This is an optimization exercise on Yosys and OpenROAD, whose aim is small area, a short achievable clock period and few clock cycles, not a production implementation. In this exercise RTL edits were held to simulation tests only and were not proved equivalent to the original. Power is estimated from default activity; no workload was simulated.

==> run Z: inputs <==
==> flow/design.v (excerpt) <==
module Pipelined_CPU(
  input         clk,
  input         rst_n,
  output [6:0]  imem_addr,
  input  [31:0] imem_data,
  output [6:0]  dmem_addr,
  output [31:0] dmem_wdata,
  output        dmem_we,
  input  [31:0] dmem_rdata
);
  reg  [6:0]  FA;           
  reg  [6:0]  IA;           
  reg  [6:0]  IA1;          
  reg         BH;           
  reg         AV;           
  reg  [31:0] IR;           
  reg  [6:0]  XP1;          
  reg         XV;           
  reg  [6:0]  EPC;          
  reg  [31:0] SA, SB;       
  reg         BMA, BWA, LDA, BMB, BWB, LDB;
  reg  [6:0]  DA;           
  reg  [6:0]  FAO;          
  reg  [31:0] M_res;        
  reg  [31:0] M_wd;         
  reg  [4:0]  M_dst;
  reg         M_wr, M_ld, M_st;
  reg  [31:0] W_res;
  reg  [4:0]  W_dst;
  reg         W_wr, W_ld;
  reg  [31:0] rf [0:31];
  reg  [31:0] rv;           
  assign imem_addr  = FAO;
  assign dmem_addr  = DA;
  assign dmem_wdata = M_wd;
  assign dmem_we    = M_st;
  localparam C_SUB = 0, C_RT = 1, C_AND = 2, C_OR = 3, C_XOR = 4, C_NOR = 5,
             C_SLT = 6, C_STU = 7, C_SH = 8, C_LUI = 9, C_SUM = 10, C_SLL = 11,
             C_SRA = 12, C_UA = 13, C_UB = 14, NCTL = 15;
  reg [NCTL-1:0] CTL;
  wire [5:0] op = IR[31:26];
  wire [4:0] rs = IR[25:21];
  wire [4:0] rt = IR[20:16];
  wire [4:0] rd = IR[15:11];
  wire [5:0] fn = IR[5:0];
  wire [31:0] imm = {{16{IR[15]}}, IR[15:0]};
  wire rtype   = CTL[C_RT];
  wire is_jr   = (op == 6'h00) & (fn == 6'h08);
  wire r_alu   = (op == 6'h00) & ((fn[5:3] == 3'b100) | (fn[5:1] == 5'b10101) |
                                  (fn == 6'h04) | (fn == 6'h06) | (fn == 6'h07));
  wire i_alu   = (op[5:3] == 3'b001) & (op != 6'h0F);
  ...
Settings: LEC_CHECK=0, CAP_MARGIN=20, CORE_MARGIN=2, CORE_UTILIZATION=55, CTS_CLUSTER_DIAMETER=120, CTS_CLUSTER_SIZE=20, SETUP_SLACK_MARGIN=1.0, SLEW_MARGIN=20, SYNTH_HIERARCHICAL=1; clock period 22.0 ns.
standard.sh (not shown) runs the stock make flow with config.mk's settings and CLKGATE_MAP_FILE= SYNTH_SCRIPT=/design/flow/synth_recipe.tcl, a recipe that flattens the netlist after the stock synthesis.
==> flow/flow/run.sh <==
#!/bin/bash
# Layout flow for this design: the standard ORFS flow (standard.sh, with
# the standard synthesis and the design's constraint.sdc unchanged), with
#  - the setup repair steps (floorplan, CTS, global route) asked for a larger
#    setup margin, so that they size and buffer the logic for speed instead of
#    stopping as soon as the 22 ns constraint is met;
set -euo pipefail
bash standard.sh \
  SETUP_SLACK_MARGIN=16.9 \
  "BUFFER_PORTS_ARGS=-buffer_cell sky130_fd_sc_hd__buf_4" \
  finish > flow.log 2>&1
==> run H (differences from run Z) <==
==> flow/design.v (replaced) <==
`timescale 1ns / 1ps
module Pipelined_CPU(
  input         clk,
  input         rst_n,
  output [6:0]  imem_addr,
  input  [31:0] imem_data,
  output [6:0]  dmem_addr,
  output [31:0] dmem_wdata,
  output        dmem_we,
  input  [31:0] dmem_rdata
);
  reg  [6:0]  FA;           
  reg  [6:0]  IA;           
  reg  [6:0]  IA1;          
  reg         BH;           
  reg         AV;           
  reg  [31:0] IR;           
  reg  [6:0]  XPC;          
  reg         XV;           
  reg  [6:0]  EPC;          
  reg  [31:0] SA, SB;       
  reg  [6:0]  DA;           
  reg  [6:0]  FAO;          
  reg  [31:0] M_res;        
  reg  [31:0] M_wd;         
  reg  [4:0]  M_dst;
  reg         M_wr, M_ld, M_st;
  reg  [31:0] W_res;
  reg  [4:0]  W_dst;
  reg         W_wr, W_ld;
  reg  [31:0] rf [0:31];
  reg  [31:0] rv;           
  assign imem_addr  = FAO;
  assign dmem_addr  = DA;
  assign dmem_wdata = M_wd;
  assign dmem_we    = M_st;
  localparam C_SUB = 0, C_RT = 1, C_AND = 2, C_OR = 3, C_XOR = 4, C_NOR = 5,
             C_SLT = 6, C_STU = 7, C_SH = 8, C_LUI = 9, C_SUM = 10, C_SLL = 11,
             C_SRA = 12, C_UA = 13, C_UB = 14, NCTL = 15;
  function [NCTL-1:0] decode(input [31:0] w);
    reg [5:0] o, f;
    reg rt0, fadd, fsub, fand, f_or, fxor, fnor, fsll, fsrl, fsra, fslt, fstu, fjr, ralu;
    reg iadd, islt, istu, iand, i_or, ixor, ilui, ilw, isw, ialu, ibr2, ibr1;
    begin
      o = w[31:26];
      f = w[5:0];
      rt0  = (o == 6'h00);
      fadd = rt0 & (f[5:1] == 5'b10000);
      fsub = rt0 & (f[5:1] == 5'b10001);
      fand = rt0 & (f == 6'h24);
      f_or = rt0 & (f == 6'h25);
      fxor = rt0 & (f == 6'h26);
      fnor = rt0 & (f == 6'h27);
      fsll = rt0 & (f == 6'h04);
      fsrl = rt0 & (f == 6'h06);
      fsra = rt0 & (f == 6'h07);
      fslt = rt0 & (f == 6'h2A);
      fstu = rt0 & (f == 6'h2B);
      fjr  = rt0 & (f == 6'h08);
      ralu = fadd | fsub | fand | f_or | fxor | fnor | fsll | fsrl | fsra | fslt | fstu;
      iadd = (o[5:1] == 5'b00100);
      islt = (o == 6'h0A);
      istu = (o == 6'h0B);
      iand = (o == 6'h0C);
      i_or = (o == 6'h0D);
      ixor = (o == 6'h0E);
      ilui = (o == 6'h0F);
      ilw  = (o == 6'h23);
      isw  = (o == 6'h2B);
      ialu = iadd | islt | istu | iand | i_or | ixor;
      ibr2 = (o == 6'h04) | (o == 6'h05);
      ibr1 = (o == 6'h06) | (o == 6'h07) | ((o == 6'h01) & (w[20:17] == 4'd0));
      decode[C_SUB] = fsub | fslt | fstu | islt | istu;
      decode[C_RT]  = rt0;
      decode[C_AND] = fand | iand;
      decode[C_OR]  = f_or | i_or;
      decode[C_XOR] = fxor | ixor;
      decode[C_NOR] = fnor;
      decode[C_SLT] = fslt | islt;
      decode[C_STU] = fstu | istu;
      decode[C_SH]  = fsll | fsrl | fsra;
      decode[C_LUI] = ilui;
      decode[C_SUM] = ~(fand | iand | f_or | i_or | fxor | ixor | fnor | fslt | islt |
                        fstu | istu | fsll | fsrl | fsra | ilui);
      decode[C_SLL] = fsll;
      decode[C_SRA] = fsra;
      decode[C_UA]  = ralu | fjr | ialu | ilw | isw | ibr2 | ibr1;
      decode[C_UB]  = ralu | isw | ibr2;
    end
  endfunction
  reg [NCTL-1:0] CTL;
  wire [5:0] op = IR[31:26];
  wire [4:0] rs = IR[25:21];
  wire [4:0] rt = IR[20:16];
  wire [4:0] rd = IR[15:11];
  wire [5:0] fn = IR[5:0];
  wire [31:0] imm = {{16{IR[15]}}, IR[15:0]};
  wire rtype   = CTL[C_RT];
  wire is_jr   = (op == 6'h00) & (fn == 6'h08);
  wire r_alu   = (op == 6'h00) & ((fn[5:3] == 3'b100) | (fn[5:1] == 5'b10101) |
                                  (fn == 6'h04) | (fn == 6'h06) | (fn == 6'h07));
  wire i_alu   = (op[5:3] == 3'b001) & (op != 6'h0F);
  wire i_lui   = CTL[C_LUI];
  wire is_lw   = (op == 6'h23);
  wire is_sw   = (op == 6'h2B);
  wire is_beq  = (op == 6'h04);
  wire is_bne  = (op == 6'h05);
  wire is_blez = (op == 6'h06);
  wire is_bgtz = (op == 6'h07);
  wire is_bltz = (op == 6'h01) & (rt == 5'd0);
  wire is_bgez = (op == 6'h01) & (rt == 5'd1);
  wire is_j    = (op == 6'h02);
  wire useA = CTL[C_UA];
  wire useB = CTL[C_UB];
  wire wreg = r_alu | i_alu | i_lui | is_lw;
  wire [4:0] dst = rtype ? rd : rt;
  wire mA = M_wr & (M_dst == rs);
  wire mB = M_wr & (M_dst == rt);
  wire wA = W_wr & (W_dst == rs);
  wire wB = W_wr & (W_dst == rt);
  wire stall = XV & ((useA & (mA ? M_ld : (wA & W_ld))) |
                     (useB & (mB ? M_ld : (wB & W_ld))));
  wire xexec = XV & ~stall;
  reg  [31:0] rfA, rfB;
  integer k;
  always @(*) begin
    rfA = 32'd0;
    rfB = 32'd0;
    for (k = 0; k < 32; k = k + 1) begin
      rfA = rfA | ({32{SA[k]}} & rf[k]);
      rfB = rfB | ({32{SB[k]}} & rf[k]);
    end
  end
  wire rvA = |(SA & rv);
  wire rvB = |(SB & rv);
  wire sMA = mA;
  wire sWA = ~mA & wA;
  wire sRA = ~mA & ~wA & rvA;
  wire sMB = mB;
  wire sWB = ~mB & wB;
  wire sRB = ~mB & ~wB & rvB;
  wire [31:0] opA = ({32{sMA}} & M_res) | ({32{sWA}} & W_res) | ({32{sRA}} & rfA);
  wire [31:0] opB = ({32{sMB}} & M_res) | ({32{sWB}} & W_res) | ({32{sRB}} & rfB);
  wire        use_imm = ~rtype;
  wire [31:0] srcB = ({32{sMB & rtype}} & M_res) | ({32{sWB & rtype}} & W_res) |
                     ({32{sRB & rtype}} & rfB) | ({32{use_imm}} & imm);
  wire        sub = CTL[C_SUB];
  wire [31:0] bx  = srcB ^ {32{sub}};
  wire [31:0] pg = opA & bx;
  wire [31:0] pp = opA ^ bx;
  wire [31:0] g0 = {pg[31:1], pg[0] | (pp[0] & sub)};
  wire [31:0] g1, g2, g3, g4, cy, p1, p2, p3, p4, p5;
  pfx_level #(0) pl0 (.g(g0), .p(pp), .go(g1), .po(p1));
  pfx_level #(1) pl1 (.g(g1), .p(p1), .go(g2), .po(p2));
  pfx_level #(2) pl2 (.g(g2), .p(p2), .go(g3), .po(p3));
  pfx_level #(3) pl3 (.g(g3), .p(p3), .go(g4), .po(p4));
  pfx_level #(4) pl4 (.g(g4), .p(p4), .go(cy), .po(p5));
  wire [31:0] sum  = pp ^ {cy[30:0], sub};
  wire        lt_s = (opA[31] ^ srcB[31]) ? opA[31] : sum[31];
  wire        lt_u = ~cy[31];
  function [31:0] rev32(input [31:0] x);
    integer k;
    begin
      for (k = 0; k < 32; k = k + 1) rev32[k] = x[31 - k];
    end
  endfunction
  wire        f_sll  = CTL[C_SLL];
  wire [31:0] sh_in  = f_sll ? rev32(opB) : opB;
  wire        fill   = CTL[C_SRA] & opB[31];
  wire        sh_big = |opA[31:5];
  wire [63:0] sh_ext = {{32{fill}}, sh_in} >> opA[4:0];
  wire [31:0] sh_r   = sh_big ? {32{fill}} : sh_ext[31:0];
  wire [31:0] sh_out = f_sll ? rev32(sh_r) : sh_r;
  wire r_and = CTL[C_AND];
  wire r_or  = CTL[C_OR];
  wire r_xor = CTL[C_XOR];
  wire f_nor = CTL[C_NOR];
  wire r_slt = CTL[C_SLT];
  wire r_stu = CTL[C_STU];
  wire r_sh  = CTL[C_SH];
  wire r_sum = CTL[C_SUM];
  wire [31:0] alu = ({32{r_and}} & pg) | ({32{r_or}} & (pg | pp)) | ({32{r_xor}} & pp) |
                    ({32{f_nor}} & ~(pg | pp)) | ({32{r_sh}} & sh_out) |
                    ({32{i_lui}} & {IR[15:0], 16'd0}) | ({32{r_sum}} & sum) |
                    {31'd0, (r_slt & lt_s) | (r_stu & lt_u)};
  wire eq   = (opA == opB);
  wire zer  = (opA == 32'd0);
  wire neg  = opA[31];
  wire taken = (is_beq & eq) | (is_bne & ~eq) | (is_blez & (neg | zer)) |
               (is_bgtz & ~(neg | zer)) | (is_bltz & neg) | (is_bgez & ~neg);
  wire [6:0] pc1  = XPC + 7'd1;
  wire [6:0] btgt = pc1 + IR[6:0];
  wire [6:0] xnext = is_jr ? opA[6:0] : is_j ? IR[6:0] : taken ? btgt : pc1;
  wire s_epc = ~XV;
  wire s_jr  = XV & ~stall & is_jr;
  wire s_j   = XV & ~stall & is_j;
  wire s_bt  = XV & ~stall & ~is_jr & ~is_j & taken;
  wire s_pc1 = XV & ~(s_jr | s_j | s_bt);
  wire [6:0] expc = ({7{s_epc}} & EPC) | ({7{s_jr}} & opA[6:0]) | ({7{s_j}} & IR[6:0]) |
                    ({7{s_bt}} & btgt) | ({7{s_pc1}} & pc1);
  wire ia_hit = (s_epc & (IA == EPC)) | (s_jr & (IA == opA[6:0])) | (s_j & (IA == IR[6:0])) |
                (s_bt & (IA == btgt)) | (s_pc1 & (IA == pc1));
  wire fa_hit = (s_epc & (FA == EPC)) | (s_jr & (FA == opA[6:0])) | (s_j & (FA == IR[6:0])) |
                (s_bt & (FA == btgt)) | (s_pc1 & (FA == pc1));
  wire accept = AV & ~stall & ia_hit;
  wire [5:0] iop = imem_data[31:26];
  wire       ibr = (iop == 6'h04) | (iop == 6'h05) | (iop == 6'h06) | (iop == 6'h07) |
                   ((iop == 6'h01) & (imem_data[20:17] == 4'd0));
  wire       ij  = (iop == 6'h02);
  wire       ipt = ij | (ibr & imem_data[6]);
  wire [6:0] itgt = ij ? imem_data[6:0] : (IA1 + imem_data[6:0]);
  reg  [6:0] bt_tag [0:1];
  reg  [6:0] bt_tgt [0:1];
  reg  [1:0] bt_v;
  wire       fidx = FA[0];
  wire       xidx = XPC[0];
  wire       bhit  = bt_v[fidx] & (bt_tag[fidx] == FA);
  wire [6:0] bpred = bhit ? bt_tgt[fidx] : FA + 7'd1;
  wire       xtk   = xexec & (is_jr | is_j | taken);
  wire       redir   = ipt & ~BH;
  wire [6:0] fa_next = accept ? (redir ? itgt : bpred) : (fa_hit ? bpred : expc);
  wire       bh_next = bhit & (accept ? ~redir : fa_hit);
  always @(posedge clk or negedge rst_n) begin
    if (!rst_n) bt_v <= 0;
    else if (xtk) bt_v[xidx] <= 1'b1;
  end
  always @(posedge clk) begin
    if (xtk) begin
      bt_tag[xidx] <= XPC;
      bt_tgt[xidx] <= xnext;
    end
  end
  always @(posedge clk or negedge rst_n) begin
    if (!rst_n) begin
      FA  <= 7'd0;
      BH  <= 1'b0;
      AV  <= 1'b0;
      XV  <= 1'b0;
      EPC <= 7'd0;
      M_wr <= 1'b0;
      W_wr <= 1'b0;
    end else begin
      FA  <= fa_next;
      BH  <= bh_next;
      AV  <= 1'b1;
      if (!stall) XV <= accept;
      if (xexec) EPC <= xnext;
      M_wr <= xexec & wreg;
      W_wr <= M_wr;
    end
  end
  always @(posedge clk) begin
    IA  <= FA;
    IA1 <= FA + 7'd1;
    IR  <= ir_n;
    CTL <= decode(ir_n);
    SA  <= 32'd1 << ir_n[25:21];
    SB  <= 32'd1 << ir_n[20:16];
    if (!stall) XPC <= IA;
    DA  <= sum[8:2];
    FAO  <= rst_n ? fa_next : 7'd0;
    M_st <= rst_n & xexec & is_sw;
    M_res <= alu;
    M_wd  <= opB;
    M_dst <= dst;
    M_ld  <= is_lw;
    W_res <= M_res;
    W_dst <= M_dst;
    W_ld  <= M_ld;
  end
  wire [31:0] ir_n = stall ? IR : imem_data;
  wire [31:0] wdata = W_ld ? dmem_rdata : W_res;
  always @(posedge clk) begin
    if (W_wr) rf[W_dst] <= wdata;
  end
  always @(posedge clk or negedge rst_n) begin
    if (!rst_n) rv <= 32'd0;
    else if (W_wr) rv[W_dst] <= 1'b1;
  end
endmodule
module pfx_level #(parameter L = 0) (
  input  [31:0] g,
  input  [31:0] p,
  output [31:0] go,
  output [31:0] po
);
  genvar i;
  generate
    for (i = 0; i < 32; i = i + 1) begin : b
      if (((i >> L) & 1) == 1) begin : c
        localparam integer J = ((i >> (L + 1)) << (L + 1)) + (1 << L) - 1;
        assign go[i] = g[i] | (p[i] & g[J]);
        assign po[i] = p[i] & p[J];
      end else begin : n
        assign go[i] = g[i];
        assign po[i] = p[i];
      end
    end
  endgenerate
endmodule
==> flow/run.sh (new file) <==
#!/bin/bash
# synth_recipe.tcl (not shown) runs the flow's synth.tcl, then flattens the netlist and writes it again
# the make line also repeats each setting of config.mk as NAME=value (left out here)
make -C /OpenROAD-flow-scripts/flow DESIGN_CONFIG=/design/flow/config.mk WORK_HOME=/design/flow/orfs CLKGATE_MAP_FILE= SYNTH_SCRIPT=/design/flow/synth_recipe.tcl finish
Settings changed: CORE_UTILIZATION 55 to 40, SYNTH_HIERARCHICAL 1 to not set.
removed: flow/flow/run.sh
removed: flow/standard.sh
==> comparison table <==
item                                                               run Z        run H
Crit path largest cell delay                                     0.37 ns      0.96 ns
Fraction of layout instances using a drive strength above 1       19.21%       10.76%
Data arrival time of the critical path                           1.23 ns      8.22 ns
Power attributed to the clock group                            0.00163 W    0.00157 W
Detailed-route vias per instance                                   8.133        7.565
Reg2Reg Capture Point                                              FA[1]     M_res[0]
Setup repair after global routing missed its margin                  yes           no
Routing usage on met2                                             70.33%       51.75%
Number of sinks driven by the clock tree                           1,364        1,360
Die ar.                                                      119,600 µm²  158,700 µm²
Met1 layer wirelength in the final routing                      98.92 mm     102.9 mm
FF-to-FF setup slack                                            16.76 ns     14.40 ns
GRT Total Usage                                                   49.94%       36.96%
Power in sequential cells                                      0.00299 W    0.00304 W
Number of standard cells after synthesis                           5,086        4,873
Combinational Power                                           0.000742 W   0.000885 W
DP Area                                                       66,030 µm²   66,380 µm²
Final Instance Count excl. Fillers                                 6,675        6,997
Net total in the final layout                                      5,222        5,042
Routed length on met3                                           54.24 mm     53.65 mm
Timing-limited maximum frequency                              0.1777 GHz   0.1316 GHz
Run status                              no timing/DRC/antenna violations  no timing/DRC/antenna violations
Post-placement setup slack                                      15.56 ns     14.68 ns
Die Width                                                       345.8 µm     398.4 µm
Average wire per standard cell                                  46.16 µm     43.25 µm
Testbench counts of run Z, summed over its fixed seeds: cycles 45,979.
Testbench counts of run H, summed over its fixed seeds: cycles 45,979.

[what the ideal ports hide]
Ports are ideal in the flow. The routed layouts listed here were re-timed in OpenROAD. Step 1 sets driving cells, clkbuf_16 on the clock port and buf_2 on the other inputs (assumed; they add their load-dependent delay and slew). Step 2, shift: input delay + t, output delay - t, t = (earliest + latest rising clock arrival at the registers) / 2. This alone moves slack from input paths to output paths. Three values: no drivers, after step 1, after step 2; two values: the first two.
| run | shift t [ns] | slack for setup (ns) | worst register clock-pin slew, ns |
|---|---|---|---|
| run Z | 0.815 | 16.373 / 16.299 / 15.762 | 0.10 / 0.10 |
| run H | 0.805 | 14.399 / 14.399 / 14.399 | 0.10 / 0.10 |
After both steps setup and hold are still met in every run listed. For run Z, which loses most, drivers alone change the setup slack by -0.074 ns; drivers and shift together by -0.611 ns.
